Source: an optimization exercise on an open RTL-to-GDS flow (aim: small area and a short achievable clock period). Production flows keep margins and buffers that such runs may drop.
In this exercise RTL edits were held to simulation tests only and were not proved equivalent to the original.
Power is estimated from default activity; no workload was simulated.

## flow/design.v (module list and top-level ports; edited modules follow where they fit)
// module if_layer: 1053 lines
module if_layer
(
    input clk,
    input rst,
    input [7:0] spike_in,
    output [1:0] spike_out,
    input [27:0] mem_addr,
    input [31:0] mem_din,
    input mem_wen,
    output [31:0] mem_dout
);
  // ...
==> flow/flow/run.sh <==
#!/bin/bash
# Own flow: the standard layout (standard.sh), with a larger setup
# margin for repair_timing so that the layout is optimised beyond the 12 ns
# target. The SDC (clock period, I/O delays, loads) is the standard flow's, unchanged.
set -euo pipefail
bash standard.sh SETUP_SLACK_MARGIN=6.0 CTS_BUF_LIST=sky130_fd_sc_hd__clkbuf_8 finish > standard_flow.log 2>&1
==> flow/standard.sh <==
#!/bin/bash
# synth_recipe.tcl (not shown) runs the flow's synth.tcl, then flattens the netlist and writes it again
# the make line also repeats each setting of config.mk as NAME=value (left out here)
make -C /OpenROAD-flow-scripts/flow DESIGN_CONFIG=/design/flow/config.mk WORK_HOME=/design/flow/orfs CLKGATE_MAP_FILE= SYNTH_SCRIPT=/design/flow/synth_recipe.tcl "${@:-finish}"
==> flow/config.mk <==
export PLATFORM = sky130hd
export DESIGN_NAME = if_layer
export DESIGN_NICKNAME = if_layer
export VERILOG_FILES = /design/flow/design.v
export SDC_FILE = /design/flow/constraint.sdc
export NUM_CORES = 4
export LEC_CHECK = 0
export CAP_MARGIN = 20
export CORE_MARGIN = 2
export CORE_UTILIZATION = 40
export PLACE_DENSITY = 0.6
export SLEW_MARGIN = 20
==> flow/constraint.sdc <==
create_clock -name core_clock -period 12.0 [get_ports {clk}]
set_input_delay 2.4000 -clock core_clock [delete_from_list [all_inputs] [get_ports {clk}]]
set_output_delay 2.4000 -clock core_clock [all_outputs]
set_load 0.01 [all_outputs]
==> results.tsv, run 1 <==
stage	metric	value	unit
logic_synthesis	Top FF cell, synth	edfxtp_1	
grt	vias in the first global route	33500	
cells_and_area	inverter count	487	
pwr	Sw Pwr	5440	uW
logic_synthesis	Seq cells post-synth	706	
logic_synthesis	Synth Area in Compound Gates	8.14	%
pwr	worst vdd ir	0.000135	V
clocking	clk sinks	706	
routing	wirelength, routed	154	mm
logic_synthesis	Synthesis Warnings	1	
cells_and_area	Signal buf overhead	9.26	%
grt	met1 Resource Use GR	36.6	%
timing	Rel. slew slack	29.5	%
grt	grt met3 use	6.75	%
logic_synthesis	post-synthesis adder-cell area fraction	21.9	%
logic_synthesis	post-synthesis cell type count	87	
cells_and_area	layout buffer count excluding clock buffers	429	
worst_setup_path	Worst setup startpoint	spike_in[4]	
worst_hold_path	Worst Hold End	n0_npot[62]	
flow_run	max-cap violations	0	
grt	initial antenna violation count	22	
worst_setup_path	Largest delay share family, worst path	adder cells	
cells_and_area	final net count	4850	
grt	GRT met2 Usage	40.8	%
clocking	clock buffer depth	3	
floorplan	Boundary Pins	105	
worst_setup_path	critical path fanouts, max	7	
grt	GRT Overall Usage	26.5	%
status	status	finished clean	
cells_and_area	FF/Latch Area	19900	sq um
pwr	clock share of power	17.7	%
routing	DRT antenna net count	0	
cells_and_area	#MultiIn Comb	2504	
worst_setup_path	CP Depth	21	
worst_setup_path	critical path's slowest cell	fa_1	
grt	GRT Max-Usage Layer	met2	
logic_synthesis	Post-Syn Nets	4446	
logic_synthesis	most frequent cells after synthesis	edfxtp_1, and2_1, inv_1	
grt	first-pass GRT wire length	223	mm
timing	post-route clock skew	0.0650	ns
placement	DP Wirelength	90.6	mm
worst_setup_path	flop2flop setup slack	6.49	ns
routing	via count	32900	
routing	DR vias/cell	5.59	
worst_setup_path	CP peak stage delay	0.56	ns
==> run 2, diff against run 1 <==
==> flow/flow/run.sh (replaced) <==
#!/bin/bash
# Own flow: the standard layout (standard.sh), with a larger setup
# margin for repair_timing so that the layout is optimised beyond the 12 ns
# target. The SDC (clock period, I/O delays, loads) is the standard flow's, unchanged.
set -euo pipefail
bash standard.sh SETUP_SLACK_MARGIN=6.0 finish > standard_flow.log 2>&1
==> results.tsv, run 2 <==
stage	metric	value	unit	change
worst_setup_path	Reg2Reg Depth	21		
timing	Final setup viols	0		
logic_synthesis	post-synthesis cell type count	87		unchanged
cells_and_area	fraction of layout cells with a size suffix above 1	23.0	%	
routing	DRT iter0 DRCs	3559		
placement	GPL Wtd Cong	0.862		
worst_setup_path	flop2flop setup slack	6.48	ns	about the same
routing	DR vias/cell	5.62		+0.54%
logic_synthesis	Avg Cell Area, Syn	11.7	sq um	
logic_synthesis	XOR/XNOR Fraction of Synth Area	0.896	%	
floorplan	die width	339	um	
cells_and_area	Layout fillers	9701		
clocking	TritonCTS Buffers	83		
logic_synthesis	mux contribution to synthesized area	4.73	%	
logic_synthesis	post-synthesis adder-cell area fraction	21.9	%	unchanged
status	status	finished clean		
floorplan	row count	123		
grt	GRT Overall Usage	25.5	%	-0.96 points
logic_synthesis	share of the synthesized area in the top cell type	38.5	%	
worst_setup_path	reg-to-reg endpoint	n0_npot[53]		
worst_setup_path	worst r2r src	n0_w7[2]		
grt	largest net degree at the start of global routing	87		
floorplan	Starting Density	40.2	%	
logic_synthesis	top cell type by total area after synthesis	edfxtp_1		
routing	WL per Instance	26.4	um	
timing	Tmin final	7.19	ns	
logic_synthesis	largest family of logic cells by synthesized area	adder cells		
pwr	Pwr Density	238	nW/um^2	
routing	DRT antenna net count	0		unchanged
logic_synthesis	EDFF count, synth	576		
logic_synthesis	simple-gate share of the synthesized area	14.6	%	
worst_hold_path	worst hold path class	reg2reg		
clocking	clock buffer depth	3		unchanged
floorplan	Boundary Pins	105		unchanged
cells_and_area	final net count	4747		-2.1%
cells_and_area	commonest non-fill, non-tap cell in the layout	edfxtp_1		
logic_synthesis	Synth Area in Compound Gates	8.14	%	unchanged
logic_synthesis	Post-Synthesis Cells	3857		
logic_synthesis	Synthesis Warnings	1		unchanged
grt	GRT Residual Overflow	0		
timing	Pins Over Slew Limit	0		
logic_synthesis	Post-Syn Area	45000	sq um	
routing	number of remaining DRC errors	0		
floorplan	die area	115000	sq um	
clocking	Reg clk slew, reported paths	0.06	ns	
logic_synthesis	Post-Syn Nets	4446		unchanged
logic_synthesis	count leader, synth	edfxtp_1		
floorplan	Core ar.	112000	sq um	
worst_hold_path	worst hold stages	2		
grt	initial antenna violation count	16		-27%
logic_synthesis	most frequent cells after synthesis	edfxtp_1, and2_1, inv_1		
worst_setup_path	critical path fanouts, max	7		unchanged
grt	first-pass GRT wire length	216	mm	-3.2%
routing	wirelength, routed	151	mm	-1.5%
timing	unrepaired setup endpoints after global routing	yes		
grt	vias in the first global route	32400		-3.3%
logic_synthesis	Async S/R FF share, synth	0	%	
timing	final-report hold violation count	0		
timing	post-route setup TNS	0	ns	
placement	placed cell area	48100	sq um	
pwr	P_leak	0.0221	uW	
cells_and_area	top flop regs	n0_npot x64, n1_npot x64		
worst_setup_path	Setup CP Type	in2reg		
routing	drt first pass iters	6		
logic_synthesis	Seq cells post-synth	706		unchanged
clocking	CTS tree	yes		
placement	DP Wirelength	90.6	mm	unchanged
flow_run	max-cap violations	0		unchanged
cells_and_area	Syn-to-layout area delta	24.6	%	
clocking	deepest level of the CTS H-tree	3		
clocking	clk sinks	706		unchanged
logic_synthesis	Synth area leaders	edfxtp_1, fa_1, and2_1		
timing	post-route clock skew	0.0360	ns	-0.0290 ns
timing	Worst Tran Pin Value	1.07	ns	
logic_synthesis	Seq/Total Area, Yosys	44.2	%	
worst_setup_path	CP Capture Type	flip-flop		
worst_setup_path	crit path DAT	7.78	ns	
cells_and_area	commonest non-fill, non-tap cells in the layout	edfxtp_1, and2_1, inv_1, fa_1, nand2_1		
cells_and_area	design area	56100	sq um	
worst_setup_path	Startpoint Class	input port		
worst_setup_path	worst path required time	12.60	ns	
worst_hold_path	hold_sp	n0_npot[62]		
clocking	CTS Hold Bufs	0		
logic_synthesis	Top FF cell, synth	edfxtp_1		
timing	final worst-path cycle share	59.9	%	
floorplan	die height	339	um	
pwr	worst vdd ir	0.000184	V	+36%
worst_hold_path	Worst Hold End	n0_npot[62]		
timing	Max Clk Rate	139	MHz	
clocking	Worst-Skew Late Latency	0.68	ns	
routing	via count	32300		-1.8%
worst_setup_path	Worst setup startpoint	spike_in[7]		
timing	Rel. slew slack	27.7	%	-1.8 points
placement	# port buffers	104		
clocking	Root Driver	clkbuf_16		
run 2: changes by cell type in the layout (fill, tap and decap cells not counted), sizes merged, moves of 2 or more:
cell | before | now
clkinv | 46 | 22
clkbuf | 139 | 112
diode | 10 | 12
buf | 367 | 312
bufbuf | 11 | 7
inv | 524 | 492
run 2: how the worst max path moves through the flow:
stage	to	slack [ns]	depth (start not counted)
3_5_place_dp	n1_npot[43]	2.94	19
5_1_grt	n0_npot[53]	4.70	23
3_3_place_gp	n1_npot[59]	2.91	20
6_report	n0_npot[53]	4.81	23
2_1_floorplan	n0_npot[58]	4.66	20
4_1_cts	n0_npot[47]	4.93	24
run 2: cells by family after synthesis:
kind of cell | count (synthesis)
mux | 168
buf+inv | 650
flops | 706
compound gates | 544
simple gates | 1225
fa+ha+maj | 518
xor+xnor | 46
run 2: metrics by stage:
| stage | utilization (%) | hold slack (ns) | setup slack [ns] | total power, uW | instances |
|---|---|---|---|---|---|
| final | 50.0 | 0.535 | 4.81 | 13400 | 5739 |
| after global routing | 50.0 | 0.588 | 4.70 | 14100 | 5731 |
| after CTS | 48.5 | 0.546 | 4.93 | 12200 | 5654 |
| after detailed placement | 42.9 | 0.529 | 2.94 | 8240 | 5348 |
| after global placement | 42.9 | 0.520 | 2.91 | 8190 | 5348 |
| after floorplan | - | 0.488 | 4.66 | 7030 | 3857 |
run 2: cell type report:
cell class                 count  area (sq um)  share of cell area (%)
multi-input combinational   2506         25200                    44.9
timing repair buffer         374          4500                    8.02
sequential                   706         19900                    35.5
antenna                       12          30.0                  0.0536
inverter                     487          1830                    3.26
clock buffer                 108          2200                    3.93
tap                         1500          1880                    3.35
clock inverter                46           542                   0.966
run 2: report_power, final:
group	total (uW)	switching, uW	internal (uW)
combinational	7740	4110	3630
sequential	3000	191	2810
clock	2610	1090	1520
total	13400	5390	7960
run 2: metal layers:
metal	vias to the layer above	track usage [%]	wire, um	part of all wire, %
met5	-	0	97	0.064
met4	10	7.15	4260	2.8
met3	266	6.06	16200	11
met2	1599	39.6	68800	45
met1	16600	35.8	62000	41
li1	13800	-	-	-
run 2: what timing repair did:
item                       in CTS  in global routing
cloned                         30                  4
setup endpoints to repair     151                142
buffers inserted              122                 69
pin swaps                     126                188
gates resized for setup       622                244
run 2: critical path: stages:
cell       delay, ns
buf_16          0.14
buf_16          0.17
and2_4          0.15
fa_2            0.38
fa_1            0.55
inv_1           0.05
fa_1            0.53
inv_2           0.05
fa_1            0.58
ha_4            0.15
fa_2            0.24
a211oi_4        0.07
o21ai_2         0.17
nand4_1         0.13
buf_6           0.15
a2111oi_4       0.39
o2111a_2        0.32
buf_6           0.12
o21ai_4         0.07
buf_6           0.16
or4_4           0.43
and3b_1         0.21
o21ai_2         0.12
==> run 3, diff against run 2 <==
==> flow/run.sh (new file) <==
#!/bin/bash
# synth_recipe.tcl (not shown) runs the flow's synth.tcl, then flattens the netlist and writes it again
# the make line also repeats each setting of config.mk as NAME=value (left out here)
make -C /OpenROAD-flow-scripts/flow DESIGN_CONFIG=/design/flow/config.mk WORK_HOME=/design/flow/orfs CLKGATE_MAP_FILE= SYNTH_SCRIPT=/design/flow/synth_recipe.tcl finish
--- a/flow/config.mk
+++ b/flow/config.mk
@@ -6,7 +6,9 @@
 export NUM_CORES = 4
 export LEC_CHECK = 0
+export ABC_CLOCK_PERIOD_IN_PS = 3000
 export CAP_MARGIN = 20
 export CORE_MARGIN = 2
 export CORE_UTILIZATION = 40
 export PLACE_DENSITY = 0.6
+export SETUP_SLACK_MARGIN = 5
 export SLEW_MARGIN = 20
removed: flow/flow/run.sh
removed: flow/standard.sh
==> results.tsv, run 3 <==
stage	metric	value	unit	change
cells_and_area	area of the multi-input gates	24500	sq um	-2.5%
routing	via count	31600		-2.1%
worst_setup_path	Worst setup startpoint	spike_in[1]		
cells_and_area	Syn-to-layout area delta	21.0	%	
clocking	Root Driver	clkbuf_16		
floorplan	die area	115000	sq um	unchanged
logic_synthesis	Seq/Total Area, Yosys	44.2	%	unchanged
timing	Rel. slew slack	26.1	%	-1.6 points
pwr	Sw Ratio	40.1	%	-0.23 points
cells_and_area	fraction of layout cells with a size suffix above 1	19.0	%	-4.0 points
pwr	total power	12200	uW	-8.3%
placement	GPL Wtd Cong	0.846		-1.8%
logic_synthesis	Async S/R FF share, synth	0	%	unchanged
timing	post-route clock skew	0.0303	ns	-0.00572 ns
logic_synthesis	Post-Synthesis Cells	3857		unchanged
worst_setup_path	CP Depth	21		-8.7%
pwr	P_leak	0.0215	uW	-2.4%
placement	placed cell area	48600	sq um	+0.93%
grt	first-pass GRT wire length	212	mm	-1.8%
routing	drt first pass iters	6		unchanged
placement	pre-CTS setup slack	2.82	ns	-0.117 ns
worst_setup_path	CP peak stage delay	0.59	ns	about the same
logic_synthesis	Seq cells post-synth	706		unchanged
routing	wirelength, routed	148	mm	-2.2%
pwr	Sequential Power Share	24.5	%	+2.0 points
cells_and_area	design area	54400	sq um	-2.9%
cells_and_area	fin cells	5661		-1.4%
clocking	Reg clk slew, reported paths	0.06	ns	about the same
logic_synthesis	top cell type by total area after synthesis	edfxtp_1		
cells_and_area	commonest non-fill, non-tap cell in the layout	edfxtp_1		
floorplan	row count	123		unchanged
worst_setup_path	reg-to-reg endpoint	n0_npot[47]		
logic_synthesis	Synth area leaders	edfxtp_1, fa_1, and2_1		
clocking	deepest level of the CTS H-tree	3		unchanged
floorplan	Boundary Pins	105		unchanged
logic_synthesis	Avg Cell Area, Syn	11.7	sq um	unchanged
worst_setup_path	Reg2Reg Depth	18		-14%
pwr	clock share of power	20.2	%	+0.7 points
placement	# port buffers	104		unchanged
cells_and_area	FF/Latch Area	19900	sq um	about the same
clocking	CTS tree	yes		
logic_synthesis	Post-Syn Nets	4446		unchanged
floorplan	Starting Density	40.2	%	unchanged
worst_setup_path	Startpoint Class	input port		
cells_and_area	Layout fillers	9870		+1.7%
grt	GRT Overall Usage	25.0	%	-0.54 points
grt	largest net degree at the start of global routing	88		+1.1%
logic_synthesis	Top FF cell, synth	edfxtp_1		
grt	vias in the first global route	32100		-0.70%
placement	DP Wirelength	91.4	mm	+0.86%
cells_and_area	final net count	4682		-1.4%
logic_synthesis	most frequent cells after synthesis	edfxtp_1, and2_1, inv_1		
floorplan	die height	339	um	unchanged
logic_synthesis	EDFF count, synth	576		unchanged
flow_run	max-cap violations	0		unchanged
timing	unrepaired setup endpoints after global routing	yes		
logic_synthesis	share of the synthesized area in the top cell type	38.5	%	unchanged
pwr	Pint	7330	uW	-7.9%
worst_setup_path	worst r2r src	n0_w4[3]		
worst_setup_path	crit-path cells	buf_12, buf_16, buf_16, and2_1, fa_2, fa_1, inv_1, fa_1, inv_1, fa_2, fa_2, a211oi_4, o21ai_2, nand4_1, buf_6, a2111oi_4, o2111a_2, o21ai_4, or4_4, and3_4, o21ai_1		
worst_setup_path	critical path fanouts, max	5		-2
worst_setup_path	critical path's slowest cell	fa_2		
routing	DR vias/cell	5.58		-0.75%
timing	Worst Tran Pin Value	1.11	ns	+0.0345 ns
floorplan	die width	339	um	unchanged
worst_setup_path	flop2flop setup slack	6.61	ns	+0.13 ns
routing	WL per Instance	26.1	um	-0.89%
worst_setup_path	Setup CP Type	in2reg		
grt	initial antenna violation count	12		-4
routing	number of remaining DRC errors	0		unchanged
timing	Final setup viols	0		unchanged
timing	final-report hold violation count	0		unchanged
status	status	finished clean		
clocking	Worst-Skew Late Latency	0.65	ns	-0.03 ns
worst_setup_path	Worst path most repeated cell	fa_2		
logic_synthesis	post-synthesis cell type count	87		unchanged
timing	post-route setup TNS	0	ns	unchanged
worst_setup_path	worst path required time	12.59	ns	about the same
placement	placed cells	5348		unchanged
worst_setup_path	crit path DAT	7.71	ns	-0.07 ns
logic_synthesis	Synthesis Warnings	1		unchanged
clocking	clk sinks	706		unchanged
logic_synthesis	count leader, synth	edfxtp_1		
cells_and_area	commonest non-fill, non-tap cells in the layout	edfxtp_1, inv_1, and2_1, fa_1, nand2_1		
grt	GRT Residual Overflow	0		unchanged
cells_and_area	top flop regs	n0_npot x64, n1_npot x64		
pwr	Pwr Density	225	nW/um^2	-5.6%
pwr	Gate power share	55.3	%	-2.6 points
pwr	worst vdd ir	0.000177	V	-3.9%
worst_hold_path	worst hold path class	reg2reg		
clocking	TritonCTS Buffers	82		-1.2%
clocking	CTS Hold Bufs	0		unchanged
timing	Tmin final	7.12	ns	-0.0631 ns
worst_setup_path	CP Capture Type	flip-flop		
worst_setup_path	Buf+Inv Stages, Crit Path	6		-1
clocking	clock buffer depth	3		unchanged
logic_synthesis	Post-Syn Area	45000	sq um	unchanged
worst_setup_path	Critical Path Sink	n0_npot[47]		
floorplan	Core ar.	112000	sq um	unchanged
timing	Worst Setup Slack, final	4.88	ns	+0.0631 ns
routing	DRT antenna net count	0		unchanged
worst_setup_path	Largest delay share family, worst path	adder cells		
routing	DRT iter0 DRCs	3078		-14%
timing	final worst-path cycle share	59.4	%	-0.53 points
timing	Pins Over Slew Limit	0		unchanged
timing	Max Clk Rate	140	MHz	+0.89%
pwr	Sw Pwr	4910	uW	-8.8%
-- run 3: cell counts after synthesis --
Identical to the previous run, type by type.
-- run 3: area by class of cell --
class | instances | area share, %
sequential | 706 | 36.6
timing repair buffer | 310 | 6.74
inverter | 487 | 3.36
antenna | 4 | 0.0184
tap | 1500 | 3.45
clock inverter | 48 | 0.770
clock buffer | 100 | 4.01
multi-input combinational | 2506 | 45.1
-- run 3: stage by stage --
stage / hold WS [ns] / util (%)
finish: 0.539 / 48.6
global route: 0.582 / 48.6
CTS: 0.546 / 47.5
detailed placement: 0.533 / 43.3
global placement: 0.515 / 43.3
floorplan: 0.488 / -
-- run 3: cells by family (layout without fill, tap and decap cells) --
group | after synthesis | in the layout | share of synthesized area [%]
xor+xnor | 46 | 46 | 0.896
flops | 706 | 706 | 44.2
fa+ha+maj | 518 | 518 | 21.9
compound gates | 544 | 547 | 8.14
buf+inv | 650 | 945 | 5.51
other cells | 0 | 4 | 0
simple gates | 1225 | 1227 | 14.6
mux | 168 | 168 | 4.73
-- run 3: routing by layer --
| layer | GRT usage [%] | wire length (um) |
|---|---|---|
| met1 | 34.2 | 60800 |
| met2 | 40.5 | 69200 |
| met3 | 4.84 | 13400 |
| met4 | 7.10 | 4510 |
| met5 | 0 | 33 |
-- run 3: worst min-delay path by stage --
stage,startpoint,endpoint,slack [ns],cells past startpoint
finish,n1_npot[46],n1_npot[46],0.54,2
detailed placement,n0_npot[63],n0_npot[63],0.53,2
global placement,n0_npot[63],n0_npot[63],0.52,2
CTS,n0_npot[63],n0_npot[63],0.55,2
global route,n0_npot[63],n0_npot[63],0.58,2
floorplan,clr[0],n0_npot[0],0.49,1
-- run 3: power groups by stage --
stage / Combinational (uW) / Clock (uW) / Sequential, uW
6_report: 6770 / 2480 / 3000
5_1_grt: 7390 / 2600 / 3020
4_1_cts: 6090 / 2510 / 2990
3_5_place_dp: 5520 / 0 / 3040
3_3_place_gp: 5480 / 0 / 3040
2_1_floorplan: 4370 / 0 / 2970
-- run 3: timing repair --
action | CTS | global route
setup endpoints to repair | 130 | 91
cloned | 26 | 11
gates resized for setup | 356 | 131
pin swaps | 86 | 110
buffers inserted | 66 | 58
-- run 3: worst reg2reg max path, delay by kind of cell (launching register included) --
family	cells	cell delay, ns
adders and majority gates	5	2.36
DFF	1	0.38
and+or+nand+nor	4	1.04
AOI/OAI and AO/OA	6	1.28
buffers and inverters	3	0.30
==> run 4, diff against run 3 <==
--- a/flow/config.mk
+++ b/flow/config.mk
@@ -6,5 +6,4 @@
 export NUM_CORES = 4
 export LEC_CHECK = 0
-export ABC_CLOCK_PERIOD_IN_PS = 3000
 export CAP_MARGIN = 20
 export CORE_MARGIN = 2
==> results.tsv, run 4 <==
stage	metric	value	unit	change
cells_and_area	final net count	4682		unchanged
logic_synthesis	Synthesis Warnings	1		unchanged
grt	GRT met2 Usage	40.5	%	unchanged
grt	GRT Residual Overflow	0		unchanged
routing	drt first pass iters	6		unchanged
clocking	TritonCTS Buffers	82		unchanged
pwr	P_leak	0.0215	uW	unchanged
floorplan	row count	123		unchanged
routing	DRT antenna net count	0		unchanged
cells_and_area	top flop regs	n0_npot x64, n1_npot x64		
logic_synthesis	count leader, synth	edfxtp_1		
grt	GRT Overall Usage	25.0	%	unchanged
cells_and_area	fraction of layout cells with a size suffix above 1	19.0	%	unchanged
worst_setup_path	Startpoint Class	input port		
worst_hold_path	worst hold path class	reg2reg		
pwr	Sequential Power Share	24.5	%	about the same
clocking	Root Driver	clkbuf_16		
status	status	finished clean		
logic_synthesis	post-synthesis cell type count	87		unchanged
timing	Worst Tran Pin Value	1.11	ns	unchanged
grt	GRT Max-Usage Layer	met2		
cells_and_area	Util after Layout	48.6	%	unchanged
floorplan	Core ar.	112000	sq um	unchanged
routing	WL per Instance	26.1	um	unchanged
floorplan	die height	339	um	unchanged
logic_synthesis	EDFF count, synth	576		unchanged
floorplan	Starting Density	40.2	%	unchanged
grt	largest net degree at the start of global routing	88		unchanged
timing	final-report hold violation count	0		unchanged
clocking	clk sinks	706		unchanged
floorplan	die area	115000	sq um	unchanged
routing	via count	31600		unchanged
grt	met1 Resource Use GR	34.2	%	unchanged
cells_and_area	commonest non-fill, non-tap cells in the layout	edfxtp_1, inv_1, and2_1, fa_1, nand2_1		
timing	unrepaired setup endpoints after global routing	yes		
worst_setup_path	worst path required time	12.59	ns	about the same
logic_synthesis	top cell type by total area after synthesis	edfxtp_1		
timing	Tmin final	7.12	ns	unchanged
floorplan	Boundary Pins	105		unchanged
routing	wirelength, routed	148	mm	unchanged
logic_synthesis	Top FF cell, synth	edfxtp_1		
floorplan	die width	339	um	unchanged
pwr	Pint	7330	uW	unchanged
clocking	Reg clk slew, reported paths	0.06	ns	about the same
grt	initial antenna violation count	12		unchanged
grt	first-pass GRT wire length	212	mm	unchanged
cells_and_area	fin cells	5661		unchanged
logic_synthesis	most frequent cells after synthesis	edfxtp_1, and2_1, inv_1		
logic_synthesis	Seq/Total Area, Yosys	44.2	%	unchanged
placement	DP Wirelength	91.4	mm	unchanged
timing	Final setup viols	0		unchanged
logic_synthesis	Avg Cell Area, Syn	11.7	sq um	unchanged
logic_synthesis	share of the synthesized area in the top cell type	38.5	%	unchanged
logic_synthesis	Seq cells post-synth	706		unchanged
placement	# port buffers	104		unchanged
pwr	clock share of power	20.2	%	about the same
timing	Pins Over Slew Limit	0		unchanged
placement	placed cells	5348		unchanged
timing	post-route setup TNS	0	ns	unchanged
worst_setup_path	crit path DAT	7.71	ns	about the same
cells_and_area	Layout fillers	9870		unchanged
cells_and_area	Syn-to-layout area delta	21.0	%	unchanged
logic_synthesis	Post-Syn Nets	4446		unchanged
clocking	CTS tree	yes		
clocking	deepest level of the CTS H-tree	3		unchanged
routing	DR vias/cell	5.58		unchanged
clocking	CTS Hold Bufs	0		unchanged
placement	GPL Wtd Cong	0.846		unchanged
timing	WHS	0.539	ns	unchanged
grt	grt met3 use	4.84	%	unchanged
pwr	Pwr Density	225	nW/um^2	unchanged
clocking	Worst-Skew Late Latency	0.65	ns	about the same
logic_synthesis	Post-Synthesis Cells	3857		unchanged
logic_synthesis	Synth area leaders	edfxtp_1, fa_1, and2_1		
pwr	Gate power share	55.3	%	about the same
timing	Max Clk Rate	140	MHz	unchanged
timing	post-route clock skew	0.0303	ns	unchanged
timing	Rel. slew slack	26.1	%	unchanged
grt	vias in the first global route	32100		unchanged
timing	final worst-path cycle share	59.4	%	unchanged
worst_setup_path	Setup CP Type	in2reg		
worst_setup_path	CP Capture Type	flip-flop		
logic_synthesis	Post-Syn Area	45000	sq um	unchanged
routing	number of remaining DRC errors	0		unchanged
cells_and_area	commonest non-fill, non-tap cell in the layout	edfxtp_1		
pwr	Sw Ratio	40.1	%	unchanged
logic_synthesis	Async S/R FF share, synth	0	%	unchanged
clocking	clock buffer depth	3		unchanged
flow_run	max-cap violations	0		unchanged
routing	DRT iter0 DRCs	3078		unchanged
worst_setup_path	critical path fanouts, max	5		unchanged
pwr	Sw Pwr	4910	uW	unchanged
pwr	worst vdd ir	0.000177	V	unchanged
run 4: layout make-up:
class | instances | area, sq um | share of cell area [%]
clock inverters | 48 | 419 | 0.770
well taps | 1500 | 1880 | 3.45
clock buffers | 100 | 2180 | 4.01
flip-flops and latches | 706 | 19900 | 36.6
diodes | 4 | 10.0 | 0.0184
inverters | 487 | 1830 | 3.36
multi-input cells | 2506 | 24500 | 45.1
repair buffers | 310 | 3670 | 6.74
run 4: power groups by stage:
stage	clock (uW)	combinational, uW	sequential, uW
floorplan	0	4370	2970
global placement	0	5480	3040
detailed placement	0	5520	3040
CTS	2510	6090	2990
global route	2600	7390	3020
finish	2480	6770	3000
run 4: worst max-delay path: stages:
cell and delay (ns):
buf_12 0.13, buf_16 0.15, buf_16 0.18, and2_1 0.16, fa_2 0.36, fa_1 0.50, inv_1 0.07, fa_1 0.53
inv_1 0.07, fa_2 0.59, fa_2 0.25, a211oi_4 0.08, o21ai_2 0.15, nand4_1 0.13, buf_6 0.16, a2111oi_4 0.41
o2111a_2 0.41, o21ai_4 0.11, or4_4 0.54, and3_4 0.18, o21ai_1 0.11
run 4: path summary, 6_finish.rpt:
check / start / end / slack [ns] / cells past startpoint
max reg2reg: n0_w4[3] / n0_npot[47] / 6.61 / 18
max: spike_in[1] / n0_npot[47] / 4.88 / 21
min: n1_npot[46] / n1_npot[46] / 0.54 / 2
min reg2reg: n1_npot[46] / n1_npot[46] / 0.54 / 2
run 4: stage by stage:
| step | worst slack (ns) | instance area (sq um) | total power (uW) |
|---|---|---|---|
| after floorplan | 4.56 | 46200 | 7340 |
| after global placement | 2.88 | 48600 | 8520 |
| after detailed placement | 2.82 | 48600 | 8560 |
| after CTS | 4.93 | 53200 | 11600 |
| after global routing | 4.75 | 54400 | 13000 |
| final | 4.88 | 54400 | 12200 |
run 4: kinds of logic after synthesis:
group / count (synthesis) / share of synthesized area (%)
DFF: 706 / 44.2
muxes: 168 / 4.73
and+or+nand+nor: 1225 / 14.6
AOI/OAI and AO/OA: 544 / 8.14
xor gates and xnor gates: 46 / 0.896
buffers and inverters: 650 / 5.51
adders and majority gates: 518 / 21.9
run 4: routing by layer:
layer,up-vias,part of all wire (%)
met1,16200,41
met3,248,9.0
met4,6,3.0
li1,13700,-
met2,1476,47
met5,-,0.022
run 4: timing repair:
action / 4_1_cts / 5_1_grt
resized for setup: 356 / 131
hold endpoints to repair: 0 / 0
pin swaps: 86 / 110
setup endpoints to repair: 130 / 91
gates cloned: 26 / 11
setup buffers: 66 / 58
==> run 5, diff against run 4 <==
==> flow/flow/run.sh (new file) <==
#!/bin/bash
# Own flow: the standard synthesis and layout (standard.sh), with one
# netlist clean-up in between: flow/polarity2.py re-chooses the polarity of full adders (self-dual)
# and simple gates (complement or De Morgan dual) to remove inverters. It
# changes no register and no port. repair_timing aims 6.0 ns above the
# (unchanged) 12 ns constraint. Each tool's output goes to a log here.
set -euo pipefail
R=orfs/results/sky130hd/if_layer/base
bash standard.sh synth > synth_standard.log 2>&1
cp $R/1_2_yosys.v 1_2_yosys.standard.v
python3 flow/polarity2.py 1_2_yosys.standard.v $R/1_2_yosys.v > polarity.log 2>&1
rm -f $R/1_synth.odb $R/1_synth.sdc
bash standard.sh SETUP_SLACK_MARGIN=6.0 "BUFFER_PORTS_ARGS=-buffer_cell sky130_fd_sc_hd__buf_2" finish > layout_standard.log 2>&1
==> flow/flow/polarity2.py (new file) <==
#!/usr/bin/env python3
"""Polarity clean-up of a Yosys netlist written by ORFS synthesis (1_2_yosys.v).

Yosys's extract_fa finds full adders in either polarity and leaves inverters
between them and the logic around them. This script removes most of those
inverters by re-choosing, for every full adder and every simple gate, which
polarity it works in:
  * a full adder is self-dual, FA(~a,~b,~c) = ~FA(a,b,c), so it may take all
    its inputs inverted and give both outputs inverted;
  * a simple gate may be swapped for its complement (output inverted, e.g.
    nand2 -> and2), its De Morgan dual (all inputs inverted, nand2 -> or2),
    or both (nand2 -> nor2).
The choice minimises the area of these cells plus the inverters still needed
(simulated annealing, then greedy descent). Registers, ports and every other
cell are untouched; the function of the netlist is unchanged.

usage: polarity2.py IN.v OUT.v
"""
import re, sys, collections, random, math

P = "sky130_fd_sc_hd__"
LIB = "/OpenROAD-flow-scripts/flow/platforms/sky130hd/lib/sky130_fd_sc_hd__tt_025C_1v80.lib"
AREA = {}
cur = None
for line in open(LIB):
    m = re.match(r'\s*cell \("sky130_fd_sc_hd__(\w+)"\)', line)
    if m:
        cur = m.group(1)
    m = re.match(r'\s*area : ([\d.]+)', line)
    if m and cur and cur not in AREA:
        AREA[cur] = float(m.group(1))

# families: [base, complement (output inverted), dual (inputs inverted), both]
FAMS = [
    ["nand2", "and2", "or2", "nor2"], ["nand3", "and3", "or3", "nor3"], ["nand4", "and4", "or4", "nor4"],
    ["a21oi", "a21o", "o21a", "o21ai"], ["a22oi", "a22o", "o22a", "o22ai"],
    ["a211oi", "a211o", "o211a", "o211ai"], ["a31oi", "a31o", "o31a", "o31ai"],
    ["a221oi", "a221o", "o221a", "o221ai"], ["a32oi", "a32o", "o32a", "o32ai"],
    ["xor2", "xnor2", "xor2", "xnor2"],
]
VARIANT = {}   # short cell name -> list of 4 short names indexed by state (bit0 out, bit1 in)
def size_of(fn, drive):
    for d in (drive, "1", "0", "2"):
        if fn + "_" + d in AREA:
            return fn + "_" + d
    return None
for fam in FAMS:
    for k, fn in enumerate(fam):
        for drive in ("0", "1"):
            name = fn + "_" + drive
            if name not in AREA:
                continue
            vs = []
            for s in range(4):
                # state s relative to this member: index k ^ s in the family
                vs.append(size_of(fam[k ^ s], drive))
            if all(vs):
                VARIANT[name] = vs
VARIANT["fa_1"] = ["fa_1", None, None, "fa_1"]
INVERTING = lambda fn: fn.startswith(("nand", "nor", "xnor")) or fn.rsplit("_", 1)[0].endswith(("oi", "ai"))

OUTPINS = {"X", "Y", "Q", "Q_N", "SUM", "COUT", "HI", "LO"}
src = open(sys.argv[1]).read()
inst_re = re.compile(r"^  (\S+) (\S+ ?) ?\(\n(.*?)\n  \);\n", re.S | re.M)
pin_re = re.compile(r"\.(\w+)\((.*?)\)(?:,)?\s*$")
cells, spans = [], []
for m in inst_re.finditer(src):
    pins = []
    for line in m.group(3).split("\n"):
        pm = pin_re.search(line.strip())
        if not pm:
            raise SystemExit("cannot parse pin line: " + line)
        pins.append([pm.group(1), pm.group(2).strip()])
    cells.append({"type": m.group(1), "name": m.group(2), "pins": pins})
    spans.append((m.start(), m.end()))
for (a1, b1), (a2, b2) in zip(spans, spans[1:]):
    assert src[b1:a2].strip() == "", "unparsed text between cells"

ports = set()
for m in re.finditer(r"^\s*(input|output)\s*(\[\d+:\d+\])?\s*(\S+);", src, re.M):
    rng, nm = m.group(2), m.group(3)
    if rng:
        hi, lo = map(int, rng[1:-1].split(":"))
        for k in range(min(hi, lo), max(hi, lo) + 1):
            ports.add(f"{nm}[{k}]")
    ports.add(nm)

def short(t):
    return t[len(P):] if t.startswith(P) else None
def pin_of(c, p):
    for q, n in c["pins"]:
        if q == p:
            return n
    return None

driver = {}
for ci, c in enumerate(cells):
    for pin, net in c["pins"]:
        if pin in OUTPINS:
            driver[net] = ci
isinv = [short(c["type"]) == "inv_1" for c in cells]

def base(net):
    q = 0
    for _ in range(10):
        if net in driver and isinv[driver[net]] and net not in ports:
            net = pin_of(cells[driver[net]], "A")
            q ^= 1
        else:
            break
    return net, q

flippable = []
for ci, c in enumerate(cells):
    s = short(c["type"])
    if s in VARIANT:
        outs = [n for p, n in c["pins"] if p in OUTPINS]
        if any(o in ports for o in outs):
            continue
        flippable.append(ci)
fidx = {ci: k for k, ci in enumerate(flippable)}
state = [0] * len(flippable)
isfa = set(ci for ci in flippable if short(cells[ci]["type"]) == "fa_1")

def oflip(ci):
    return state[fidx[ci]] & 1 if ci in fidx else 0
def iflip(ci):
    return (state[fidx[ci]] >> 1) & 1 if ci in fidx else 0

net_loads = collections.defaultdict(list)
for ci, c in enumerate(cells):
    if isinv[ci]:
        y = pin_of(c, "Y")
        if y in ports:
            b, q = base(y)
            net_loads[b].append((-1, q))
        continue
    for pin, net in c["pins"]:
        if pin in OUTPINS:
            continue
        b, q = base(net)
        net_loads[b].append((ci, q))
drv_of = {b: driver[b] for b in net_loads if b in driver and driver[b] in fidx}

def net_cost(b):
    d = oflip(drv_of[b]) if b in drv_of else 0
    for ci, q in net_loads[b]:
        if q ^ d ^ (iflip(ci) if ci >= 0 else 0):
            return AREA["inv_1"]
    return 0.0
def cell_cost(ci):
    return AREA[VARIANT[short(cells[ci]["type"])][state[fidx[ci]]]]
touch = collections.defaultdict(set)
for b, loads in net_loads.items():
    for ci, q in loads:
        if ci in fidx:
            touch[ci].add(b)
    if b in drv_of:
        touch[drv_of[b]].add(b)
def total():
    return sum(net_cost(b) for b in net_loads) + sum(cell_cost(ci) for ci in flippable)
def local(ci):
    return sum(net_cost(b) for b in touch[ci]) + cell_cost(ci)
def choices(ci):
    return (0, 3) if ci in isfa else (0, 1, 2, 3)

before = total() + sum(AREA["inv_1"] for i in range(len(cells)) if isinv[i]) - sum(net_cost(b) for b in net_loads)
def optimise(seed, fa_start):
    rng = random.Random(seed)
    state[:] = [3 if (fa_start and ci in isfa) else 0 for ci in flippable]
    if fa_start == 2:
        # gates whose output feeds only full adders start complemented
        for ci in flippable:
            if ci in isfa:
                continue
            outs = [n for p, n in cells[ci]["pins"] if p in OUTPINS]
            if outs and all(net_loads.get(o) and all(l in isfa for l, q in net_loads[o]) for o in outs):
                state[fidx[ci]] = 1
    cur = total()
    best, best_state = cur, list(state)
    moves = 300 * len(flippable)
    T0, T1 = 3.0, 0.02
    for it in range(moves):
        T = T0 * (T1 / T0) ** (it / moves)
        ci = flippable[rng.randrange(len(flippable))]
        k = fidx[ci]
        old = state[k]
        new = rng.choice([s for s in choices(ci) if s != old])
        b0 = local(ci)
        state[k] = new
        d = local(ci) - b0
        if d <= 0 or rng.random() < math.exp(-d / T):
            cur += d
            if cur < best - 1e-9:
                best, best_state = cur, list(state)
        else:
            state[k] = old
    state[:] = best_state
    improved = True
    while improved:
        improved = False
        for ci in flippable:
            k = fidx[ci]
            old = state[k]
            b0 = local(ci)
            bestv, bests = b0, old
            for s in choices(ci):
                state[k] = s
                v = local(ci)
                if v < bestv - 1e-9:
                    bestv, bests = v, s
            state[k] = bests
            if bests != old:
                improved = True
    return total(), list(state)
res = [optimise(s, f) for s in (1, 2) for f in (0, 1, 2)]
end, st = min(res)
state[:] = st

# rewrite
extra_wires = []
phys_inv = {}
def inverted(b):
    if b not in phys_inv:
        phys_inv[b] = f"_pol_n{len(phys_inv)}_"
        extra_wires.append(phys_inv[b])
    return phys_inv[b]
flipnet = {}
for b, ci in drv_of.items():
    if oflip(ci):
        flipnet[b] = f"_pol_f{len(flipnet)}_"
        extra_wires.append(flipnet[b])
def phys(b):
    return flipnet.get(b, b)
def connect(b, want):
    r = want ^ (oflip(drv_of[b]) if b in drv_of else 0)
    return inverted(b) if r else phys(b)

out_cells = []
for ci, c in enumerate(cells):
    if isinv[ci]:
        y = pin_of(c, "Y")
        if y in ports:
            b, q = base(y)
            r = q ^ (oflip(drv_of[b]) if b in drv_of else 0)
            if r:
                out_cells.append((P + "inv_1", c["name"], [["A", phys(b)], ["Y", y]]))
            else:
                out_cells.append((P + "buf_1", c["name"], [["A", phys(b)], ["X", y]]))
        continue
    typ = c["type"]
    inv_in = 0
    if ci in fidx:
        typ = P + VARIANT[short(c["type"])][state[fidx[ci]]]
        inv_in = iflip(ci)
    pins = []
    for pin, net in c["pins"]:
        if pin in OUTPINS:
            if pin in ("X", "Y") and typ != c["type"]:
                pin = "Y" if INVERTING(short(typ)) else "X"
            pins.append([pin, flipnet.get(net, net) if ci in fidx else net])
        else:
            b, q = base(net)
            pins.append([pin, connect(b, q ^ inv_in)])
    out_cells.append((typ, c["name"], pins))
for b, nm in phys_inv.items():
    out_cells.append((P + "inv_1", f"_pol_i{nm[6:-1]}_ ", [["A", phys(b)], ["Y", nm]]))

def fmt(t, n, pins):
    body = ",\n".join(f"    .{p}({net}{' ' if net.startswith(chr(92)) else ''})" for p, net in pins)
    if not n.endswith(" "):
        n = n + " "
    return f"  {t} {n}(\n{body}\n  );\n"
first, last = spans[0][0], spans[-1][1]
out = src[:first] + "".join(f"  wire {w};\n" for w in extra_wires) + "".join(fmt(*x) for x in out_cells) + src[last:]
open(sys.argv[2], "w").write(out)
n_inv = sum(1 for t, n, p in out_cells if short(t) == "inv_1")
sys.stderr.write(f"polarity2: cells+inverters area {before:.1f} -> {end:.1f}; inverters {sum(isinv)} -> {n_inv}; changed cells {sum(1 for s in state if s)} of {len(flippable)}\n")
==> flow/standard.sh (new file) <==
#!/bin/bash
# synth_recipe.tcl (not shown) runs the flow's synth.tcl, then flattens the netlist and writes it again
# the make line also repeats each setting of config.mk as NAME=value (left out here)
make -C /OpenROAD-flow-scripts/flow DESIGN_CONFIG=/design/flow/config.mk WORK_HOME=/design/flow/orfs CLKGATE_MAP_FILE= SYNTH_SCRIPT=/design/flow/synth_recipe.tcl "${@:-finish}"
--- a/flow/config.mk
+++ b/flow/config.mk
@@ -6,8 +6,10 @@
 export NUM_CORES = 4
 export LEC_CHECK = 0
+export ABC_AREA = 1
 export CAP_MARGIN = 20
 export CORE_MARGIN = 2
 export CORE_UTILIZATION = 40
+export CTS_CLUSTER_DIAMETER = 80
+export CTS_CLUSTER_SIZE = 24
 export PLACE_DENSITY = 0.6
-export SETUP_SLACK_MARGIN = 5
 export SLEW_MARGIN = 20
removed: flow/run.sh
==> results.tsv, run 5 <==
stage	metric	value	unit	change
cells_and_area	final net count	4767		+1.8%
worst_setup_path	CP Capture Type	output pin		
grt	largest net degree at the start of global routing	63		-28%
timing	Max Clk Rate	156	MHz	+11%
cells_and_area	commonest non-fill, non-tap cells in the layout	nand2_1, edfxtp_1, inv_1, nand3_1, fa_2		
clocking	deepest level of the CTS H-tree	2		-1
cells_and_area	top flop regs	n0_npot x64, n1_npot x64		
pwr	worst vdd ir	0.000169	V	-4.2%
status	status	finished clean		
logic_synthesis	Post-Syn Nets	4442		-0.090%
logic_synthesis	Avg Cell Area, Syn	11.1	sq um	-4.6%
floorplan	die width	331	um	-2.4%
timing	Tmin final	6.42	ns	-0.701 ns
timing	Final setup viols	0		unchanged
timing	unrepaired setup endpoints after global routing	yes		
worst_setup_path	crit path DAT	4.02	ns	-3.69 ns
clocking	CTS tree	yes		
grt	met1 Resource Use GR	37.6	%	+3.4 points
routing	number of remaining DRC errors	0		unchanged
timing	Rel. slew slack	19.0	%	-7.1 points
cells_and_area	commonest non-fill, non-tap cell in the layout	nand2_1		
clocking	clk sinks	706		unchanged
timing	Worst Setup Slack, final	5.58	ns	+0.701 ns
timing	final worst-path cycle share	53.5	%	-5.8 points
grt	GRT Overall Usage	29.2	%	+4.2 points
floorplan	Boundary Pins	105		unchanged
routing	drt first pass iters	6		unchanged
worst_setup_path	worst r2r src	n0_w4[24]		
cells_and_area	Util after Layout	50.9	%	+2.3 points
grt	grt met3 use	6.49	%	+1.7 points
clocking	Reg clk slew, reported paths	0.09	ns	+0.03 ns
timing	final-report hold violation count	0		unchanged
routing	wirelength, routed	163	mm	+10%
grt	vias in the first global route	32900		+2.6%
flow_run	max-cap violations	0		unchanged
clocking	Worst-Skew Late Latency	0.65	ns	about the same
placement	GPL Wtd Cong	0.898		+6.0%
cells_and_area	Layout fillers	9064		-8.2%
routing	via count	33200		+4.9%
grt	initial antenna violation count	16		+4
logic_synthesis	Synthesis Warnings	1		unchanged
floorplan	row count	120		-2.4%
cells_and_area	Syn-to-layout area delta	26.6	%	
routing	DRT antenna net count	0		unchanged
worst_hold_path	worst hold path class	reg2reg		
clocking	TritonCTS Buffers	42		-49%
worst_setup_path	Setup CP Type	in2out		
cells_and_area	fin cells	5623		-0.67%
grt	GRT Max-Usage Layer	met2		
timing	Worst Tran Pin Value	1.21	ns	+0.104 ns
clocking	Root Driver	clkbuf_16		
worst_hold_path	hold_sp	n0_npot[55]		
grt	first-pass GRT wire length	231	mm	+9.2%
routing	DR vias/cell	5.90		+5.6%
clocking	clock buffer depth	3		unchanged
worst_setup_path	worst path required time	9.60	ns	-2.99 ns
placement	DP Wirelength	97.4	mm	+6.6%
logic_synthesis	Post-Synthesis Cells	3853		-0.10%
worst_setup_path	Startpoint Class	input port		
routing	WL per Instance	28.9	um	+11%
worst_setup_path	critical path fanouts, max	32		+27
timing	Pins Over Slew Limit	0		unchanged
grt	GRT met2 Usage	46.1	%	+5.6 points
routing	DRT iter0 DRCs	3845		+25%
timing	post-route clock skew	0.0375	ns	+0.00721 ns
grt	GRT Residual Overflow	0		unchanged
pwr	Pwr Density	226	nW/um^2	+0.63%
placement	pre-CTS setup slack	3.68	ns	+0.855 ns
floorplan	Starting Density	40.2	%	+0.052 points
placement	placed cells	5247		-1.9%
placement	# port buffers	104		unchanged
timing	post-route setup TNS	0	ns	unchanged
logic_synthesis	Post-Syn Area	42900	sq um	-4.7%
floorplan	die area	110000	sq um	-4.7%
cells_and_area	fraction of layout cells with a size suffix above 1	31.1	%	+12 points
floorplan	die height	331	um	-2.4%
floorplan	Core ar.	107000	sq um	-4.9%
worst_setup_path	Worst setup startpoint	mem_addr[17]		
pwr	P_leak	0.0204	uW	-5.4%
[run 5: metrics by stage]
stage,hold slack [ns],cell area (sq um),power [uW]
floorplan,0.446,45300,7210
global placement,0.461,46600,8450
detailed placement,0.472,46600,8520
CTS,0.487,52600,11300
global route,0.525,54200,13000
finish,0.487,54200,12300
[run 5: final timing paths]
kind,cells after the start,slack [ns],end
setup / recovery,7,5.58,mem_dout[16]
hold / removal,2,0.49,n0_npot[55]
setup reg to reg,16,7.36,n0_npot[34]
hold reg to reg,2,0.49,n0_npot[55]
[run 5: final cells by class]
cell class / instances / area, sq um / share of cell area [%]
antenna: 9 / 22.5 / 0.0415
clock buffer: 58 / 1180 / 2.18
clock inverter: 19 / 218 / 0.401
inverter: 313 / 1180 / 2.18
multi-input combinational: 2689 / 24800 / 45.6
sequential: 706 / 19900 / 36.7
tap: 1403 / 1760 / 3.24
timing repair buffer: 426 / 5230 / 9.63
[run 5: timing repair]
item                                    4_1_cts  5_1_grt
cloned                                       59        6
pin swaps                                   220      219
endpoints found under the setup margin      150      119
gates resized for setup                     415      219
buffers inserted                            155       70
hold buffers                                  0        0
endpoints found under the hold margin         0        0
[run 5: metal layers]
| metal | vias to the layer above | share of wire [%] | wire length [um] |
|---|---|---|---|
| li1 | 14000 | - | - |
| met1 | 16800 | 38 | 61600 |
| met2 | 1910 | 45 | 73500 |
| met3 | 465 | 10 | 16800 |
| met4 | 12 | 6.6 | 10800 |
| met5 | - | 0.052 | 85 |
[run 5: where the power goes]
| group | internal, uW | leakage [uW] | switching, uW |
|---|---|---|---|
| registers | 2790 | 0.00627 | 154 |
| logic | 3340 | 0.0134 | 4330 |
| clock network | 733 | 0.000674 | 942 |
[run 5: worst max-delay path: stages]
cell	delay [ns]
buf_2	0.09
or4_4	0.53
nor2_2	0.11
nand3_2	0.09
buf_12	0.23
mux2_2	0.38
buf_2	0.16
==> run 6, diff against run 5 <==
==> flow/flow/run.sh (replaced) <==
#!/bin/bash
# Own flow: the standard synthesis and layout (standard.sh), with one
# netlist clean-up in between: flow/polarity2.py re-chooses the polarity of full adders (self-dual)
# and simple gates (complement or De Morgan dual) to remove inverters. It
# changes no register and no port. repair_timing aims 5.5 ns above the
# (unchanged) 12 ns constraint. Each tool's output goes to a log here.
set -euo pipefail
R=orfs/results/sky130hd/if_layer/base
bash standard.sh synth > synth_standard.log 2>&1
cp $R/1_2_yosys.v 1_2_yosys.standard.v
python3 flow/polarity2.py 1_2_yosys.standard.v $R/1_2_yosys.v > polarity.log 2>&1
rm -f $R/1_synth.odb $R/1_synth.sdc
bash standard.sh SETUP_SLACK_MARGIN=5.5 "BUFFER_PORTS_ARGS=-buffer_cell sky130_fd_sc_hd__buf_2" finish > layout_standard.log 2>&1
==> results.tsv, run 6 <==
stage	metric	value	unit	change
pwr	Pwr Density	209	nW/um^2	-7.8%
cells_and_area	Util after Layout	47.0	%	-3.9 points
pwr	worst vdd ir	0.000104	V	-38%
floorplan	die width	331	um	unchanged
floorplan	Boundary Pins	105		unchanged
cells_and_area	commonest non-fill, non-tap cell in the layout	nand2_1		
routing	drt first pass iters	5		-1
pwr	P_leak	0.0187	uW	-8.4%
worst_setup_path	flop2flop setup slack	7.27	ns	-0.09 ns
cells_and_area	area of the multi-input gates	23000	sq um	-7.1%
worst_setup_path	Worst path most repeated cell	buf_2		
timing	Tmin final	6.59	ns	+0.165 ns
cells_and_area	FF/Latch Area	19900	sq um	unchanged
worst_setup_path	crit path DAT	4.19	ns	+0.17 ns
routing	wirelength, routed	148	mm	-9.3%
floorplan	Starting Density	40.2	%	unchanged
worst_setup_path	Setup CP Type	in2out		
placement	DP Wirelength	92.1	mm	-5.4%
floorplan	Core ar.	107000	sq um	unchanged
clocking	clk sinks	706		unchanged
logic_synthesis	Avg Cell Area, Syn	11.1	sq um	unchanged
logic_synthesis	Post-Syn Nets	4442		unchanged
clocking	CTS tree	yes		
timing	final worst-path cycle share	54.9	%	+1.4 points
cells_and_area	top flop regs	n0_npot x64, n1_npot x64		
worst_hold_path	worst hold path class	reg2reg		
timing	Worst Tran Pin Value	1.09	ns	-0.122 ns
grt	first-pass GRT wire length	207	mm	-11%
routing	WL per Instance	27.2	um	-6.1%
floorplan	row count	120		unchanged
clocking	Root Driver	clkbuf_16		
timing	post-route setup TNS	0	ns	unchanged
routing	DRT antenna net count	0		unchanged
logic_synthesis	Post-Syn Area	42900	sq um	unchanged
logic_synthesis	Post-Synthesis Cells	3853		unchanged
logic_synthesis	Synthesis Warnings	1		unchanged
timing	WHS	0.507	ns	+0.0205 ns
cells_and_area	Syn-to-layout area delta	16.8	%	
cells_and_area	fraction of layout cells with a size suffix above 1	20.0	%	-11 points
flow_run	max-cap violations	0		unchanged
floorplan	die height	331	um	unchanged
timing	Worst Setup Slack, final	5.41	ns	-0.165 ns
clocking	deepest level of the CTS H-tree	2		unchanged
worst_setup_path	worst path required time	9.60	ns	about the same
timing	Rel. slew slack	27.1	%	+8.2 points
worst_setup_path	critical path's slowest cell	or4_4		
placement	pre-CTS setup slack	3.43	ns	-0.243 ns
placement	GPL Wtd Cong	0.884		-1.5%
timing	unrepaired setup endpoints after global routing	yes		
worst_setup_path	critical path fanouts, max	32		unchanged
timing	final-report hold violation count	0		unchanged
worst_setup_path	CP peak stage delay	0.62	ns	+0.09 ns
status	status	finished clean		
timing	Pins Over Slew Limit	0		unchanged
placement	# port buffers	104		unchanged
timing	Max Clk Rate	152	MHz	-2.5%
clocking	TritonCTS Buffers	43		+2.4%
clocking	clock buffer depth	3		unchanged
clocking	Reg clk slew, reported paths	0.09	ns	about the same
grt	largest net degree at the start of global routing	63		unchanged
grt	initial antenna violation count	15		-1
timing	Final setup viols	0		unchanged
grt	GRT Overall Usage	25.5	%	-3.6 points
routing	DR vias/cell	5.76		-2.4%
grt	GRT Residual Overflow	0		unchanged
floorplan	die area	110000	sq um	unchanged
cells_and_area	Layout fillers	9642		+6.4%
worst_setup_path	CP Capture Type	output pin		
cells_and_area	commonest non-fill, non-tap cells in the layout	nand2_1, edfxtp_1, inv_1, nand3_1, fa_1		
routing	via count	31300		-5.7%
cells_and_area	final net count	4583		-3.9%
worst_setup_path	Startpoint Class	input port		
clocking	Worst-Skew Late Latency	0.68	ns	+0.03 ns
routing	DRT iter0 DRCs	3648		-5.1%
grt	vias in the first global route	31100		-5.6%
worst_setup_path	crit-path cells	buf_2, or4_4, nor2_1, nand3_2, buf_12, mux2_4, buf_2		
routing	number of remaining DRC errors	0		unchanged
timing	post-route clock skew	0.0463	ns	+0.00886 ns
run 6: metal layers:
layer / wire [um] / vias up / global-route usage, %
li1: - / 13600 / -
met1: 58700 / 15700 / 34.6
met2: 67900 / 1660 / 41.4
met3: 14500 / 313 / 4.85
met4: 6500 / 14 / 8.44
met5: 96 / - / 0
run 6: path summary, 6_finish.rpt:
path | startpoint | to | cells past startpoint
worst max register to register | n0_w4[3] | n0_npot[34] | 20
worst min-delay path | n0_npot[63] | n0_npot[63] | 3
worst max-delay path | mem_addr[17] | mem_dout[31] | 7
worst min register to register | n0_npot[63] | n0_npot[63] | 3
run 6: per-stage QoR:
step,power [uW],std cells,area [sq um]
after floorplan,7090,3853,45100
after global placement,8340,5242,46300
after detailed placement,8380,5242,46300
after CTS,10200,5352,48700
after global routing,11300,5431,50100
final,10500,5433,50100
run 6: repair_timing:
| action | in CTS | in global routing |
|---|---|---|
| resized for setup | 88 | 64 |
| pin swaps | 7 | 17 |
| cloned | 17 | 27 |
| endpoints found under the setup margin | 145 | 94 |
| setup buffers | 15 | 51 |
| hold buffers | 0 | 0 |
run 6: where the power goes:
part | internal, uW | leakage [uW] | total (uW) | switching, uW
Sequential | 2790 | 0.00627 | 2940 | 155
Clock | 759 | 0.000708 | 1710 | 951
Combinational | 2340 | 0.0117 | 5800 | 3460
run 6: critical path: cells and delay by family:
family / cells / cell delay, ns
multiplexers: 1 / 0.39
AND/OR/NAND/NOR: 3 / 0.88
buffers and inverters: 3 / 0.46
run 6: area by class of cell:
class                      instances  area share (%)
timing repair buffer             247            5.55
multi-input combinational       2683            45.9
inverter                         313            2.35
antenna                            3          0.0150
clock inverter                    28           0.662
tap                             1403            3.51
sequential                       706            39.7
clock buffer                      50            2.24
==> run 7, diff against run 6 <==
--- a/flow/config.mk
+++ b/flow/config.mk
@@ -9,7 +9,7 @@
 export CAP_MARGIN = 20
 export CORE_MARGIN = 2
-export CORE_UTILIZATION = 40
+export CORE_UTILIZATION = 55
 export CTS_CLUSTER_DIAMETER = 80
 export CTS_CLUSTER_SIZE = 24
-export PLACE_DENSITY = 0.6
+export PLACE_DENSITY = 0.72
 export SLEW_MARGIN = 20
==> results.tsv, run 7 <==
stage	metric	value	unit	change
clocking	Reg clk slew, reported paths	0.08	ns	about the same
timing	post-route clock skew	0.0459	ns	-0.000426 ns
routing	DRT iter0 DRCs	4235		+16%
worst_setup_path	Startpoint Class	input port		
logic_synthesis	Post-Syn Nets	4442		unchanged
logic_synthesis	Post-Syn Area	42900	sq um	unchanged
pwr	Pint	5920	uW	+0.57%
placement	placed cells	4880		-6.9%
clocking	TritonCTS Buffers	43		unchanged
pwr	P_leak	0.0187	uW	+0.40%
timing	post-route setup TNS	0	ns	unchanged
pwr	Gate power share	56.6	%	+1.1 points
timing	final-report hold violation count	0		unchanged
routing	WL per Instance	28.0	um	+3.1%
worst_setup_path	Reg2Reg Depth	16		-20%
worst_setup_path	CP Capture Type	flip-flop		
floorplan	die width	283	um	-15%
clocking	CTS Hold Bufs	0		unchanged
floorplan	Boundary Pins	105		unchanged
timing	Pins Over Slew Limit	0		unchanged
floorplan	Starting Density	55.4	%	+15 points
worst_setup_path	Worst setup startpoint	spike_in[2]		
clocking	deepest level of the CTS H-tree	2		unchanged
grt	GRT Overall Usage	34.6	%	+9.1 points
routing	via count	32400		+3.7%
cells_and_area	fraction of layout cells with a size suffix above 1	20.8	%	+0.83 points
cells_and_area	Util after Layout	64.4	%	+17 points
timing	Tmin final	6.54	ns	-0.0439 ns
flow_run	max-cap violations	0		unchanged
pwr	Pwr Density	212	nW/um^2	+1.6%
timing	Worst Tran Pin Value	1.00	ns	-0.0897 ns
cells_and_area	fin cells	5089		-6.3%
timing	final worst-path cycle share	54.5	%	-0.37 points
worst_hold_path	worst hold path class	reg2reg		
routing	DR vias/cell	6.38		+11%
placement	DP Wirelength	87.1	mm	-5.5%
cells_and_area	Syn-to-layout area delta	16.3	%	
timing	unrepaired setup endpoints after global routing	yes		
cells_and_area	Layout fillers	5784		-40%
timing	Rel. slew slack	33.3	%	+6.2 points
worst_setup_path	critical path fanouts, max	8		-75%
clocking	clock buffer depth	3		unchanged
pwr	Sequential Power Share	27.8	%	-0.3 points
grt	largest net degree at the start of global routing	63		unchanged
logic_synthesis	Avg Cell Area, Syn	11.1	sq um	unchanged
logic_synthesis	Post-Synthesis Cells	3853		unchanged
floorplan	die height	283	um	-15%
cells_and_area	top flop regs	n0_npot x64, n1_npot x64		
timing	Final setup viols	0		unchanged
status	status	finished clean		
worst_setup_path	Critical Path Sink	n0_npot[34]		
routing	number of remaining DRC errors	0		unchanged
clocking	clk sinks	706		unchanged
logic_synthesis	Synthesis Warnings	1		unchanged
clocking	CTS tree	yes		
pwr	clock share of power	15.6	%	-0.8 points
grt	GRT Residual Overflow	0		unchanged
routing	wirelength, routed	143	mm	-3.4%
timing	Max Clk Rate	153	MHz	+0.67%
worst_setup_path	crit path DAT	7.06	ns	+2.87 ns
grt	first-pass GRT wire length	205	mm	-0.67%
floorplan	die area	80200	sq um	-27%
grt	initial antenna violation count	15		unchanged
placement	# port buffers	104		unchanged
cells_and_area	final net count	4600		+0.37%
worst_setup_path	reg-to-reg endpoint	n0_npot[34]		
worst_setup_path	Setup CP Type	in2reg		
clocking	Root Driver	clkbuf_16		
pwr	worst vdd ir	0.000195	V	+87%
pwr	Sw Pwr	4650	uW	+1.9%
worst_setup_path	worst path required time	12.51	ns	+2.91 ns
worst_setup_path	flop2flop setup slack	7.28	ns	about the same
clocking	Worst-Skew Late Latency	0.64	ns	-0.04 ns
pwr	Sw Ratio	44.0	%	+0.33 points
worst_setup_path	worst r2r src	n0_w2[18]		
routing	drt first pass iters	7		+2
cells_and_area	commonest non-fill, non-tap cells in the layout	nand2_1, edfxtp_1, inv_1, nand3_1, fa_1		
routing	DRT antenna net count	0		unchanged
cells_and_area	commonest non-fill, non-tap cell in the layout	nand2_1		
floorplan	Core ar.	77300	sq um	-27%
grt	vias in the first global route	32000		+2.9%
floorplan	row count	102		-15%
placement	GPL Wtd Cong	0.939		+6.3%
-- run 7: cell type report --
| type | instances | area [sq um] | share of cell area, % |
|---|---|---|---|
| timing repair buffer | 264 | 2900 | 5.82 |
| clock buffer | 54 | 1120 | 2.24 |
| sequential | 706 | 19900 | 39.9 |
| tap | 1040 | 1300 | 2.61 |
| clock inverter | 24 | 262 | 0.525 |
| multi-input combinational | 2683 | 23200 | 46.5 |
| antenna | 5 | 12.5 | 0.0251 |
| inverter | 313 | 1170 | 2.36 |
-- run 7: worst max-delay path, cell delays in order --
cell	delay, ns
buf_16	0.13
buf_16	0.15
buf_4	0.16
nand2_1	0.12
fa_1	0.43
fa_2	0.57
fa_2	0.50
fa_1	0.56
inv_1	0.07
ha_4	0.28
nand2_1	0.11
or4_4	0.44
or3_4	0.35
nand3_4	0.09
nand2_2	0.06
nand3_2	0.09
and2_4	0.16
nor3_1	0.05
or3_1	0.30
-- run 7: routing by layer --
metal,GRT usage [%],wire length [um]
met1,46.6,50400
met2,53.8,64700
met3,8.55,19500
met4,15.1,7850
met5,0,111
-- run 7: repair_timing --
action | 4_1_cts | 5_1_grt
gates cloned | 27 | 11
pin swaps | 11 | 55
endpoints found under the setup margin | 118 | 67
buffers inserted | 41 | 47
resized for setup | 102 | 98
-- run 7: how the worst min path moves through the flow --
| stage | cells past startpoint | start | to | slack, ns |
|---|---|---|---|---|
| finish | 2 | n1_npot[58] | n1_npot[58] | 0.50 |
| global route | 2 | n1_npot[43] | n1_npot[43] | 0.53 |
| CTS | 2 | n0_npot[50] | n0_npot[50] | 0.51 |
| detailed placement | 2 | n0_npot[50] | n0_npot[50] | 0.48 |
| global placement | 3 | n0_npot[63] | n0_npot[63] | 0.47 |
| floorplan | 3 | n1_npot[63] | n1_npot[63] | 0.46 |
-- run 7: power groups by stage --
stage	clock network [uW]	registers, uW	logic [uW]
after global placement	0	2990	5270
after global routing	1730	2960	6610
after detailed placement	0	2990	5380
after CTS	1640	2940	5600
after floorplan	0	2940	4150
final	1650	2940	5980
-- run 7: stage by stage --
step / hold WS (ns) / total power [uW] / worst slack, ns / cell area (sq um)
floorplan: 0.461 / 7090 / 5.35 / 45100
global route: 0.525 / 11300 / 5.38 / 49800
global placement: 0.474 / 8260 / 3.63 / 45900
CTS: 0.507 / 10200 / 5.42 / 48700
detailed placement: 0.485 / 8380 / 3.54 / 45900
finish: 0.505 / 10600 / 5.46 / 49800

[separate check: timing with driven ports]
The results above use ideal ports. As a check the final layouts listed here were re-extracted and re-timed, cells and wires unchanged.
Step 1, drivers: a clkbuf_16 drives clk and a buf_2 each remaining input, both assumed.
Step 2 times the ports against the registers' clock, not the clock port: input delays grow and output delays shrink by t, the midpoint of the rising clock arrivals with the driver on.
Three values: ideal, step 1, step 2; two values: the first two.
| run | t (ns) | slack for setup (ns) | latest minus earliest clock arrival (ns) | worst register clock-pin slew, ns |
|---|---|---|---|---|
| run 1 | 0.880 | 5.047 / 4.945 / 4.065 | 0.068 / 0.068 | 0.07 / 0.07 |
| run 2 | 0.740 | 4.814 / 4.762 / 4.021 | 0.039 / 0.039 | 0.07 / 0.07 |
| run 3 | 0.716 | 4.877 / 4.788 / 4.072 | 0.032 / 0.032 | 0.07 / 0.07 |
| run 4 | 0.716 | 4.877 / 4.788 / 4.072 | 0.032 / 0.032 | 0.07 / 0.07 |
| run 5 | 0.701 | 5.578 / 5.427 / 4.726 | 0.039 / 0.039 | 0.11 / 0.11 |
| run 6 | 0.716 | 5.412 / 5.363 / 4.647 | 0.053 / 0.053 | 0.10 / 0.10 |
| run 7 | 0.689 | 5.456 / 5.315 / 4.626 | 0.052 / 0.052 | 0.11 / 0.11 |
After both steps every run listed still meets setup and hold. The setup slack of run 1, which loses most, moves by -0.102 ns with the drivers and by -0.982 ns with both steps.
